Background: an optimization exercise with open tools, aiming at small area, a short achievable clock period and few clock cycles. Do not read the settings as production practice. Function was checked by simulation only, so behaviour that the tests miss may differ from the original. No activity file was given, so power comes from the tool's default toggle rates.

==> 03-01: inputs <==
==> flow/design.v <==
`timescale 1ns/1ps
module ALU (
    input  [7:0] A,
    input  [7:0] Bx,
    input  [3:0] instruction,
    input        item,
    output [7:0] F
);
    wire [3:0] op = instruction;
    wire [2:0] k  = Bx[2:0];                    
    wire is_as  = item & ~op[3] & ~op[2] & ~op[1];            
    wire is_shf = item & ~op[3] & ~op[2] & op[1];             
    wire is_rot = item & ~op[3] & op[2] & ~op[1];             
    wire left   = op[0];
    wire is_and = item & ~op[3] & op[2] & op[1] & ~op[0];    
    wire is_or  = item & ~op[3] & op[2] & op[1] & op[0];     
    wire is_not = item & op[3] & ~op[2] & ~op[1] & ~op[0];   
    wire is_xor = item & op[3] & ~op[2] & ~op[1] & op[0];    
    wire [7:0] sum = A + Bx;
    wire [7:0] p   = A ^ Bx;
    wire [7:0] g   = A & Bx;
    wire a0 = k[0];
    wire a1 = k[1] ^ (left & k[0]);
    wire a2 = k[2] ^ (left & (k[1] | k[0]));
    wire [7:0] s1 = a0 ? {A[0],    A[7:1]}  : A;
    wire [7:0] s2 = a1 ? {s1[1:0], s1[7:2]} : s1;
    wire [7:0] s4 = a2 ? {s2[3:0], s2[7:4]} : s2;
    wire shf_ok = is_shf & ~|Bx[7:3];
    wire rot_ok = is_rot & ~|Bx[7:4] & ~(Bx[3] & |k);
    wire [7:0] keep;
    genvar i;
    generate for (i = 0; i < 8; i = i + 1) begin : kp
        assign keep[i] = rot_ok | (shf_ok & (left ? (k <= i) : (k <= 7 - i)));
    end endgenerate
    assign F = ({8{is_as}} & sum) | (keep & s4) |
               ({8{is_xor | is_or}} & p) | ({8{is_and | is_or}} & g) | ({8{is_not}} & ~A);
endmodule
`timescale 1ns/1ps
module top (
    input clk,
    input rst_n,
    input start,
    input valid,
    input [7:0] data_A,
    input [7:0] data_B,
    input [3:0] instruction,
    input [7:0] count,
    output reg [7:0] third_largest,
    output reg finish
);
    reg [7:0] a_q, b_q;
    reg [3:0] op_q;
    reg       item_q;      
    reg [7:0] r;           
    reg [7:0] remaining;   
    reg [7:0] largest, second_largest;
    reg       start_q;
    reg       last1, last2;
    wire [7:0] alu_result;
    ALU alu_inst (
        .A(a_q),
        .Bx(b_q),
        .instruction(op_q),
        .item(item_q),
        .F(alu_result)
    );
    wire [7:0] b_neg = {|data_B[6:0], |data_B[5:0], |data_B[4:0], |data_B[3:0],
                        |data_B[2:0], |data_B[1:0], data_B[0], 1'b0};
    wire [7:0] low_zero = {~|remaining[6:0], ~|remaining[5:0], ~|remaining[4:0],
                           ~|remaining[3:0], ~|remaining[2:0], ~|remaining[1:0],
                           ~remaining[0], 1'b1};
    always @(posedge clk) begin
        a_q     <= data_A;
        b_q     <= data_B ^ ({8{instruction == 4'b0001}} & b_neg);    
        op_q    <= instruction;
        r       <= alu_result;
        start_q <= start;
        if (start)
            remaining <= count;
        else if (valid)
            remaining <= remaining ^ low_zero;
    end
    always @(posedge clk or negedge rst_n) begin
        if (!rst_n)
            item_q <= 1'b0;
        else
            item_q <= valid;
    end
    always @(posedge clk or negedge rst_n) begin
        if (!rst_n) begin
            last1  <= 1'b0;
            last2  <= 1'b0;
            finish <= 1'b0;
        end else begin
            last1  <= (valid && remaining == 8'd1) || (start && count == 8'd0);
            last2  <= last1;
            finish <= last2;
        end
    end
    function [1:0] cmp8;
        input [7:0] a, b;
        reg [7:0] g, l;
        reg [3:0] g1, l1;
        reg [1:0] g2, l2;
        integer i;
        begin
            g = a & ~b;
            l = ~a & b;
            for (i = 0; i < 4; i = i + 1) begin
                g1[i] = g[2*i+1] | (~l[2*i+1] & g[2*i]);
                l1[i] = l[2*i+1] | (~g[2*i+1] & l[2*i]);
            end
            for (i = 0; i < 2; i = i + 1) begin
                g2[i] = g1[2*i+1] | (~l1[2*i+1] & g1[2*i]);
                l2[i] = l1[2*i+1] | (~g1[2*i+1] & l1[2*i]);
            end
            cmp8 = {g2[1] | (~l2[1] & g2[0]), l2[1] | (~g2[1] & l2[0])};
        end
    endfunction
    wire gt1, lt1, gt2, lt2, gt3, lt3;
    assign {gt1, lt1} = cmp8(r, largest);
    assign {gt2, lt2} = cmp8(r, second_largest);
    assign {gt3, lt3} = cmp8(r, third_largest);
    wire eq1 = ~gt1 & ~lt1;
    wire eq2 = ~gt2 & ~lt2;
    wire upd1 = gt1;
    wire upd2 = gt2 & ~eq1;
    wire upd3 = gt3 & ~eq2 & ~eq1;
    wire [7:0] new2 = gt1 ? largest : r;
    wire [7:0] new3 = gt2 ? second_largest : r;
    always @(posedge clk) begin
        largest        <= ({8{upd1}} & r)    | ({8{~upd1}} & largest        & {8{~start_q}});
        second_largest <= ({8{upd2}} & new2) | ({8{~upd2}} & second_largest & {8{~start_q}});
        third_largest  <= ({8{upd3}} & new3) | ({8{~upd3}} & third_largest  & {8{~start_q}});
    end
endmodule
==> flow/flow/run.sh <==
#!/bin/bash
# Standard layout, with plain buffers (buf_2) on the ports instead of the
# delay buffers buffer_ports picks by default.
set -o pipefail
export BUFFER_PORTS_ARGS="-buffer_cell sky130_fd_sc_hd__buf_2"
bash standard.sh > standard.log 2>&1
==> flow/standard.sh <==
#!/bin/bash
# synth_recipe.tcl (not shown) runs the flow's synth.tcl, then flattens the netlist and writes it again
# the make line also repeats each setting of config.mk as NAME=value (left out here)
make -C /OpenROAD-flow-scripts/flow DESIGN_CONFIG=/design/flow/config.mk WORK_HOME=/design/flow/orfs CLKGATE_MAP_FILE= SYNTH_SCRIPT=/design/flow/synth_recipe.tcl "${@:-finish}"
==> flow/config.mk <==
export PLATFORM = sky130hd
export DESIGN_NAME = top
export DESIGN_NICKNAME = top
export VERILOG_FILES = /design/flow/design.v
export SDC_FILE = /design/flow/constraint.sdc
export NUM_CORES = 4
export LEC_CHECK = 0
export ABC_CLOCK_PERIOD_IN_PS = 2000
export CAP_MARGIN = 20
export CORE_MARGIN = 2
export CORE_UTILIZATION = 40
export SETUP_SLACK_MARGIN = 4.1
export SLEW_MARGIN = 20
==> flow/constraint.sdc <==
create_clock -name core_clock -period 6.0 [get_ports {clk}]
set_input_delay 1.2000 -clock core_clock [delete_from_list [all_inputs] [get_ports {clk}]]
set_output_delay 1.2000 -clock core_clock [all_outputs]
set_load 0.01 [all_outputs]
==> 06-17: changes against 03-01 <==
==> flow/design.v, changed modules only <==
module top (
    input clk,
    input rst_n,
    input start,
    input valid,
    input [7:0] data_A,
    input [7:0] data_B,
    input [3:0] instruction,
    input [7:0] count,
    output reg [7:0] third_largest,
    output reg finish
);
    reg [7:0] a_q, b_q;
    reg [3:0] op_q;
    reg       item_q;      
    reg [7:0] r;           
    reg [7:0] remaining;   
    reg [7:0] largest, second_largest;
    reg       last1, last2;
    wire [7:0] alu_result;
    ALU alu_inst (
        .A(a_q),
        .Bx(b_q),
        .instruction(op_q),
        .item(item_q),
        .F(alu_result)
    );
    wire [7:0] b_neg = {|data_B[6:0], |data_B[5:0], |data_B[4:0], |data_B[3:0],
                        |data_B[2:0], |data_B[1:0], data_B[0], 1'b0};
    wire [7:0] low_zero = {~|remaining[6:0], ~|remaining[5:0], ~|remaining[4:0],
                           ~|remaining[3:0], ~|remaining[2:0], ~|remaining[1:0],
                           ~remaining[0], 1'b1};
    always @(posedge clk) begin
        a_q     <= data_A;
        b_q     <= data_B ^ ({8{instruction == 4'b0001}} & b_neg);    
        op_q    <= instruction;
        r       <= alu_result;
        if (start)
            remaining <= count;
        else if (valid)
            remaining <= remaining ^ low_zero;
    end
    always @(posedge clk or negedge rst_n) begin
        if (!rst_n)
            item_q <= 1'b0;
        else
            item_q <= valid;
    end
    always @(posedge clk or negedge rst_n) begin
        if (!rst_n) begin
            last1  <= 1'b0;
            last2  <= 1'b0;
            finish <= 1'b0;
        end else begin
            last1  <= (valid && remaining == 8'd1) || (start && count == 8'd0);
            last2  <= last1;
            finish <= last2;
        end
    end
    function [1:0] cmp8;
        input [7:0] a, b;
        reg [7:0] g, l;
        reg [3:0] g1, l1;
        reg [1:0] g2, l2;
        integer i;
        begin
            g = a & ~b;
            l = ~a & b;
            for (i = 0; i < 4; i = i + 1) begin
                g1[i] = g[2*i+1] | (~l[2*i+1] & g[2*i]);
                l1[i] = l[2*i+1] | (~g[2*i+1] & l[2*i]);
            end
            for (i = 0; i < 2; i = i + 1) begin
                g2[i] = g1[2*i+1] | (~l1[2*i+1] & g1[2*i]);
                l2[i] = l1[2*i+1] | (~g1[2*i+1] & l1[2*i]);
            end
            cmp8 = {g2[1] | (~l2[1] & g2[0]), l2[1] | (~g2[1] & l2[0])};
        end
    endfunction
    wire gt1, lt1, gt2, lt2, gt3, lt3;
    assign {gt1, lt1} = cmp8(r, largest);
    assign {gt2, lt2} = cmp8(r, second_largest);
    assign {gt3, lt3} = cmp8(r, third_largest);
    wire eq1 = ~gt1 & ~lt1;
    wire eq2 = ~gt2 & ~lt2;
    wire upd1 = gt1 | start;
    wire upd2 = (gt2 & ~eq1) | start;
    wire upd3 = (gt3 & ~eq2 & ~eq1) | start;
    wire [7:0] new2 = gt1 ? largest : r;
    wire [7:0] new3 = gt2 ? second_largest : r;
    always @(posedge clk) begin
        if (upd1) largest        <= r;
        if (upd2) second_largest <= new2;
        if (upd3) third_largest  <= new3;
    end
endmodule
==> flow/flow/run.sh (replaced) <==
#!/bin/bash
# Standard layout, except:
#  - plain buffers (buf_1) on the ports instead of the delay buffers
#    buffer_ports picks by default;
#  - synthesis maps the logic with a delay-driven ABC script
#    (flow/abc_delay.script) instead of ORFS's abc_speed script. Everything
#    else in synthesis is the standard flow's own (flow/synth.tcl is synth_recipe.tcl with
#    an abc wrapper that swaps in the script), so the registers are the same.
set -o pipefail
FLOW_DIR=$(cd "$(dirname "$0")" && pwd)
export BUFFER_PORTS_ARGS="-buffer_cell sky130_fd_sc_hd__buf_1"
export MY_ABC_SCRIPT=$FLOW_DIR/abc_delay.script
bash standard.sh SYNTH_SCRIPT=$FLOW_DIR/synth.tcl finish > standard.log 2>&1
==> flow/flow/abc_delay.script (new file) <==
strash
dch
map -D 1000
buffer -p
upsize -D 1000
dnsize -D 1000
stime -p
==> flow/flow/synth.tcl (new file) <==
proc synth {args} { yosys synth -nofsm -noshare {*}$args }

proc abc {args} {
  set i [lsearch -exact $args -script]
  if {$i >= 0 && [info exists ::env(MY_ABC_SCRIPT)]} { lset args [expr {$i + 1}] $::env(MY_ABC_SCRIPT) }
  yosys abc {*}$args
}
source $::env(SCRIPTS_DIR)/synth.tcl
# left out here: clear keep_hierarchy, flatten, clean up, hide names made inside functions, write 1_2_yosys.v
- ABC_CLOCK_PERIOD_IN_PS: 2000 -> unset
- SETUP_SLACK_MARGIN: 4.1 -> 4.0
==> summary.txt <==
Against 06-17, the combinational power of 03-01 is higher by about 70%.
Against 06-17, the sequential power of 03-01 is smaller by 5.8%.
Against 03-01, the final cell count of 06-17 is lower by 3.5%.
Core utilization: 06-17 is lower than 03-01 (3.0 points).
Critical path depth: 03-01 is higher than 06-17 (7).
Total power: 06-17 is smaller than 03-01 (about 12%).
Against 03-01, the die area of 06-17 is smaller by about 8%.
Between 06-17 and 03-01, the lower sequential share of layout area is in 03-01 (gap 9.1 points).
Testbench counts of 03-01, summed over its fixed seeds: cycles 3,621.
Testbench counts of 06-17, summed over its fixed seeds: cycles 3,621.

[port drivers added, routing unchanged]
The results above use ideal ports. As a check the final layouts listed here were re-extracted and re-timed, cells and wires unchanged.
Step 1 assumes that a clkbuf_16 drives the clock port and a buf_2 every other input.
Step 2 moves the port delays by t, midway between the first and last clock arrival at a register: inputs arrive t later, outputs are due t later. That takes back most of the time a late clock gives input paths.
Slacks: no drivers / after step 1 / after step 2; pairs: no drivers / after step 1.
run	t, ns	slack for setup (ns)	hold slack, ns	slew at the worst register clock pin (ns)
03-01	0.378	3.780 / 3.780 / 3.613	0.379 / 0.379 / 0.379	0.08 / 0.08
06-17	0.369	3.921 / 3.890 / 3.689	0.357 / 0.357 / 0.357	0.07 / 0.07
After both steps every run listed still meets setup and hold. The setup slack of 06-17, which loses most, moves by -0.031 ns with the drivers and by -0.232 ns with both steps.
